Source: an optimization exercise on an open RTL-to-GDS flow (aim: small area). Production flows keep margins and buffers that such runs may drop.
RTL that was checked went through simulation tests only; none was proved equivalent to the original.
Power figures rest on the tool's default switching activity, not on a simulated workload.

## KF6845
module KF6845 (
    input   logic           clock,
    input   logic           video_clock_enable,
    input   logic           reset,
    input   logic           CS_N,
    input   logic           RS,
    input   logic           ENABLE,
    input   logic           R_OR_W,
    input   logic   [7:0]   D_IN,
    output  logic   [7:0]   D_OUT,
    input   logic           LPSTB,
    output  logic           CURSOR,
    output  logic           HSYNC,
    output  logic           VSYNC,
    output  logic   [4:0]   RA,
    output  logic   [13:0]  MA,
    output  logic           DE
);
Size: roughly 990 cells after synthesis, ~220 flip-flops, about 47 I/O pins.
Settings: LEC_CHECK=0, ABC_AREA=1, CAP_MARGIN=20, CORE_MARGIN=2, CORE_UTILIZATION=70, PLACE_DENSITY=0.85, SLEW_MARGIN=20; clock period 5.0 ns.
standard.sh (not shown) runs the stock make flow with config.mk's settings and CLKGATE_MAP_FILE= SYNTH_SCRIPT=/design/flow/synth_recipe.tcl, a recipe that flattens the netlist after the stock synthesis.
==> flow/flow/run.sh <==
#!/bin/bash
# Own layout flow: the standard flow (standard.sh's make command and
# settings), with
#  - synthesis mapping the logic with an area-oriented abc script
#    (flow/abc_area.script, through flow/mysynth.tcl),
#  - the port buffers made of the smallest buffer cell,
#  - clock tree synthesis without dummy loads.
# Each step's full output is in orfs/logs/...; make's output is in make.log.
set -euo pipefail
HERE=$(pwd)
export MY_ABC_SCRIPT=$HERE/flow/abc_area.script
export BUFFER_PORTS_ARGS="-buffer_cell sky130_fd_sc_hd__buf_1"
export CTS_ARGS="-sink_clustering_enable -repair_clock_nets -sink_clustering_size 18 -sink_clustering_max_diameter 55 -buf_list sky130_fd_sc_hd__clkbuf_8 -dont_use_dummy_load"
sed "s#SYNTH_SCRIPT=[^ ]*#SYNTH_SCRIPT=$HERE/flow/mysynth.tcl#" standard.sh > my_standard.sh
grep -q "SYNTH_SCRIPT=$HERE/flow/mysynth.tcl" my_standard.sh
bash my_standard.sh finish > make.log 2>&1
test -f out/final.def
==> flow/flow/abc_area.script <==
strash
dc2
dch -f
amap
strash
dc2
dch -f
amap
topo
==> flow/flow/mysynth.tcl <==
# The standard synthesis (synth_recipe.tcl), with one change: abc maps the
# combinational logic with the script in MY_ABC_SCRIPT instead of ORFS's.
# Flip-flop mapping, register names, flattening and renaming are unchanged.
proc synth {args} { yosys synth -nofsm -noshare {*}$args }
proc abc {args} {
  set i [lsearch -exact $args -script]
  if { $i >= 0 } { set args [lreplace $args $i [expr {$i+1}] -script $::env(MY_ABC_SCRIPT)] }
  set j [lsearch -exact $args -D]
  if { $j >= 0 } { set args [lreplace $args $j [expr {$j+1}]] }
  yosys abc {*}$args
}
source $::env(SCRIPTS_DIR)/synth.tcl
# left out here: clear keep_hierarchy, flatten, clean up, hide names made inside functions, write 1_2_yosys.v
Edit:
--- a/flow/design.v
+++ b/flow/design.v
@@ -177,21 +177,20 @@
     logic   [4:0]   scan_line_counter;
     logic   [6:0]   character_row_counter;
     logic           interlace_video;
     logic           odd_or_even;
     logic           Vadjust;
     logic           V_Display;
     logic   [3:0]   Vsync_counter;
     logic           Vsync_odd;
     logic           Vsync_even;
     logic           V_total;
-    logic           RA_start;
     wire            line_end        = vce & Horizontal;
     wire    [4:0]   next_scan_line  = scan_line_counter + {4'h0, line_end};
     wire            Scanline_End    = line_end & (scan_line_counter == maximum_scan_line);
     always_comb begin
         if (odd_or_even)
             if (~|vertical_total_adjust)
                 V_total = (character_row_counter == vertical_total);
             else
                 V_total = Vadjust & (next_scan_line == vertical_total_adjust);
         else
@@ -201,56 +200,56 @@
     wire    [6:0]   next_character_row_counter =
                         V_total ? 7'h00 : character_row_counter + {6'h00, Scanline_End};
     always_ff @(posedge clock, posedge reset) begin
         if (reset) begin
             scan_line_counter       <= 5'h00;
             character_row_counter   <= 7'h00;
             interlace_video         <= 1'b0;
             odd_or_even             <= 1'b1;
             Vadjust                 <= 1'b0;
             V_Display               <= 1'b0;
-            RA_start                <= 1'b0;
+            RA                      <= 5'h00;
             Vsync_odd               <= 1'b0;
             Vsync_even              <= 1'b0;
         end
         else begin
             scan_line_counter       <= (V_total | Scanline_End) ? 5'h00 : next_scan_line;
             character_row_counter   <= next_character_row_counter;
             if (V_total) begin
                 interlace_video     <= &interlace_mode;
                 odd_or_even         <= ~interlace_mode[0] | ~odd_or_even;
             end
             if (V_total)
                 Vadjust             <= 1'b0;
             else if (Scanline_End && (character_row_counter == vertical_total))
                 Vadjust             <= 1'b1;
             if (next_character_row_counter == vertical_displayed)
                 V_Display           <= 1'b0;
             else if (V_total)
                 V_Display           <= 1'b1;
             if (V_total | Scanline_End)
-                RA_start            <= interlace_video & odd_or_even;
+                RA                  <= {4'h0, interlace_video & odd_or_even};
+            else
+                RA                  <= RA + {3'h0, line_end & interlace_video, line_end & ~interlace_video};
             if (line_end) begin
                 if (Scanline_End && (next_character_row_counter == vertical_sync_position))
                     Vsync_odd       <= 1'b1;
                 else if (&Vsync_counter)
                     Vsync_odd       <= 1'b0;
             end
             if (vce & Horizontal_Half)
                 Vsync_even          <= Vsync_odd;
         end
     end
     always_ff @(posedge clock) begin
         Vsync_counter   <= (Scanline_End && (next_character_row_counter == vertical_sync_position)) ? 4'h0 : Vsync_counter + {3'h0, line_end};
     end
-    assign  RA      = interlace_video ? {scan_line_counter[3:0], RA_start}
-                                      : scan_line_counter + {4'h0, RA_start};
     assign  VSYNC   = odd_or_even ? Vsync_odd : Vsync_even;
     assign  DE      = H_Display & V_Display;
     logic   [13:0]  retrace_ma;
     logic   [13:0]  next_line_ma;
     wire    [13:0]  increment_ma = MA + {13'h0, vce};
     wire    [13:0]  next_retrace_ma = V_total ? start_address : Scanline_End ? next_line_ma : retrace_ma;
     always_ff @(posedge clock, posedge reset) begin
         if (reset) begin
             retrace_ma      <= 14'h0;
             next_line_ma    <= 14'h0;
@@ -287,14 +286,23 @@
         if (reset) begin
             prev_lpstb      <= 1'b1;
             light_pen       <= 14'h0;
         end
         else if (video_clock_enable) begin
             prev_lpstb      <= LPSTB;
             if (LPSTB & ~prev_lpstb)
                 light_pen   <= MA;
         end
     end
-    wire            read_valid  = read_cycle & ((address[4:1] == 4'b0111) | (address[4:1] == 4'b1000));
-    wire    [13:0]  read_source = address[4] ? light_pen : cursor_address;
-    assign  D_OUT   = ~read_valid ? 8'hFF : address[0] ? read_source[7:0] : {2'b00, read_source[13:8]};
+    always_comb begin
+        if (read_cycle && (address == 5'h0E))
+            D_OUT   = {2'b00, cursor_address[13:8]};
+        else if (read_cycle && (address == 5'h0F))
+            D_OUT   = cursor_address[7:0];
+        else if (read_cycle && (address == 5'h10))
+            D_OUT   = {2'b00, light_pen[13:8]};
+        else if (read_cycle && (address == 5'h11))
+            D_OUT   = light_pen[7:0];
+        else
+            D_OUT   = 8'hFF;
+    end
 endmodule
The new run went through all stages and came out clean.
Worst setup slack loses 0.20 ns.
Via count went down by 1.3%.
Non-clock buffer count stays the same.
Utilization went up by 0.16 points.
Final area went up by 1.4%.
Total power stays flat.
Worst hold slack loses 0.015 ns.
Global-route usage went down by 0.11 points.
Synthesized cell count went up by 2.1%.
No functional check of the RTL was part of any run of this note.

========
Another version of the RTL of KF6845 (not shown whole).
For scale: roughly 990 cells after synthesis, roughly 47 I/O pins, roughly 9800 µm² of cells after synthesis.
Settings: LEC_CHECK=0, ABC_AREA=1, CAP_MARGIN=20, CORE_MARGIN=2, CORE_UTILIZATION=70, PLACE_DENSITY=0.85, SLEW_MARGIN=20; clock period 5.0 ns.
Scripts as last shown in full above: flow/flow/run.sh, flow/flow/abc_area.script, flow/flow/mysynth.tcl
Next try:
--- a/flow/design.v
+++ b/flow/design.v
@@ -10,54 +10,56 @@
     output  logic   [7:0]   D_OUT,
     input   logic           LPSTB,
     output  logic           CURSOR,
     output  logic           HSYNC,
     output  logic           VSYNC,
     output  logic   [4:0]   RA,
     output  logic   [13:0]  MA,
     output  logic           DE
 );
     logic   [1:0]   bus_state;
     logic           write_pending;
+    logic           write_pending_rs;
     logic   [7:0]   bus_data;
     always_ff @(posedge clock, posedge reset) begin
         if (reset) begin
             bus_state       <= 2'b00;
             write_pending   <= 1'b0;
         end
         else begin
             bus_state[1]    <= ENABLE & ~CS_N & ~R_OR_W;
             bus_state[0]    <= ENABLE & ~CS_N & RS;
-            write_pending   <= bus_state[1] & bus_state[0] & ~ENABLE;
+            write_pending   <= bus_state[1] & ~ENABLE;
         end
     end
     always_ff @(posedge clock) begin
+        write_pending_rs    <= bus_state[0];
         if (ENABLE)
             bus_data        <= D_IN;
     end
     wire    read_cycle      = ~bus_state[1] & bus_state[0];
     logic           vce;
     always_ff @(posedge clock, posedge reset) begin
         if (reset)
             vce             <= 1'b0;
         else
             vce             <= video_clock_enable;
     end
     logic   [4:0]   address;
     always_ff @(posedge clock, posedge reset) begin
         if (reset)
             address         <= 5'h00;
-        else if (bus_state[1] & ~bus_state[0] & ~ENABLE)
+        else if (write_pending & ~write_pending_rs)
             address         <= bus_data[4:0];
     end
-    wire    write_register  = write_pending;
+    wire    write_register  = write_pending & write_pending_rs;
     wire    wr_h_total      = write_register & (address == 5'h00);
     wire    wr_h_disp       = write_register & (address == 5'h01);
     wire    wr_h_sync_pos   = write_register & (address == 5'h02);
     wire    wr_h_sync_width = write_register & (address == 5'h03);
     wire    wr_v_total      = write_register & (address == 5'h04);
     wire    wr_v_adjust     = write_register & (address == 5'h05);
     wire    wr_v_disp       = write_register & (address == 5'h06);
     wire    wr_v_sync_pos   = write_register & (address == 5'h07);
     wire    wr_interlace    = write_register & (address == 5'h08);
     wire    wr_max_scan     = write_register & (address == 5'h09);
     wire    wr_cursor_start = write_register & (address == 5'h0A);
@@ -176,23 +178,22 @@
     end
     logic   [4:0]   scan_line_counter;
     logic   [6:0]   character_row_counter;
     logic           interlace_video;
     logic           odd_or_even;
     logic           Vadjust;
     logic           V_Display;
     logic   [3:0]   Vsync_counter;
     logic           Vsync_odd;
     logic           Vsync_even;
     logic           V_total;
-    logic           RA_start;
     wire            line_end        = vce & Horizontal;
     wire    [4:0]   next_scan_line  = scan_line_counter + {4'h0, line_end};
     wire            Scanline_End    = line_end & (scan_line_counter == maximum_scan_line);
     always_comb begin
         if (odd_or_even)
             if (~|vertical_total_adjust)
                 V_total = (character_row_counter == vertical_total);
             else
                 V_total = Vadjust & (next_scan_line == vertical_total_adjust);
         else
             V_total = (Vadjust & (scan_line_counter == vertical_total_adjust));
@@ -200,58 +201,58 @@
     end
     wire    [6:0]   next_character_row_counter =
                         V_total ? 7'h00 : character_row_counter + {6'h00, Scanline_End};
     always_ff @(posedge clock, posedge reset) begin
         if (reset) begin
             scan_line_counter       <= 5'h00;
             character_row_counter   <= 7'h00;
             interlace_video         <= 1'b0;
             odd_or_even             <= 1'b1;
             Vadjust                 <= 1'b0;
             V_Display               <= 1'b0;
-            RA_start                <= 1'b0;
+            RA                      <= 5'h00;
             Vsync_odd               <= 1'b0;
             Vsync_even              <= 1'b0;
         end
         else begin
             scan_line_counter       <= (V_total | Scanline_End) ? 5'h00 : next_scan_line;
             character_row_counter   <= next_character_row_counter;
             if (V_total) begin
                 interlace_video     <= &interlace_mode;
                 odd_or_even         <= ~interlace_mode[0] | ~odd_or_even;
             end
             if (V_total)
                 Vadjust             <= 1'b0;
             else if (Scanline_End && (character_row_counter == vertical_total))
                 Vadjust             <= 1'b1;
             if (next_character_row_counter == vertical_displayed)
                 V_Display           <= 1'b0;
             else if (V_total)
                 V_Display           <= 1'b1;
             if (V_total | Scanline_End)
-                RA_start            <= interlace_video & odd_or_even;
+                RA                  <= {4'h0, interlace_video & odd_or_even};
+            else
+                RA                  <= RA + {3'h0, line_end & interlace_video, line_end & ~interlace_video};
             if (line_end) begin
                 if (Scanline_End && (next_character_row_counter == vertical_sync_position))
                     Vsync_odd       <= 1'b1;
                 else if (&Vsync_counter)
                     Vsync_odd       <= 1'b0;
             end
             if (vce & Horizontal_Half)
                 Vsync_even          <= Vsync_odd;
         end
     end
     always_ff @(posedge clock) begin
         Vsync_counter   <= (Scanline_End && (next_character_row_counter == vertical_sync_position)) ? 4'h0 : Vsync_counter + {3'h0, line_end};
     end
-    assign  RA      = interlace_video ? {scan_line_counter[3:0], RA_start}
-                                      : scan_line_counter + {4'h0, RA_start};
     assign  VSYNC   = odd_or_even ? Vsync_odd : Vsync_even;
     assign  DE      = H_Display & V_Display;
     logic   [13:0]  retrace_ma;
     logic   [13:0]  next_line_ma;
     wire    [13:0]  increment_ma = MA + {13'h0, vce};
     wire    [13:0]  next_retrace_ma = V_total ? start_address : Scanline_End ? next_line_ma : retrace_ma;
     always_ff @(posedge clock, posedge reset) begin
         if (reset) begin
             retrace_ma      <= 14'h0;
             next_line_ma    <= 14'h0;
             MA              <= 14'h0;
Outcome: Synthesized cell count is higher by 1.7%; final area went up by 1.3%; maximum frequency is higher by 4.9%; wire length went up by 3.9%; core utilization came out higher by 0.71 points; clock skew decreases by 0.032 ns.

-- what the ideal ports hide --
Ports are ideal in the flow. The routed layouts listed here were re-timed in OpenROAD. Step 1 (the two cells are an assumption about what drives the block):
set clk [get_ports {clock}]
set_driving_cell -lib_cell sky130_fd_sc_hd__clkbuf_16 $clk
set_driving_cell -lib_cell sky130_fd_sc_hd__buf_2 [delete_from_list [all_inputs] $clk]
Step 2 times the ports against the registers' clock, not the clock port: input delays grow and output delays shrink by t, the midpoint of the rising clock arrivals with the driver on. a / b / c = ideal / step 1 / step 2; a / b = the first two.
run | t (ns) | setup slack, ns | slew at the worst register clock pin (ns)
the first run of note 1 | 0.536 | 0.633 / 0.630 / 0.633 | 0.11 / 0.11
the second run of note 1 | 0.549 | 0.432 / 0.432 / 0.432 | 0.11 / 0.11
the first run of note 2 | 0.531 | 0.505 / 0.465 / 0.539 | 0.11 / 0.11
the second run of note 2 | 0.538 | 0.716 / 0.716 / 0.716 | 0.11 / 0.11
After both steps setup and hold are still met in every run listed.
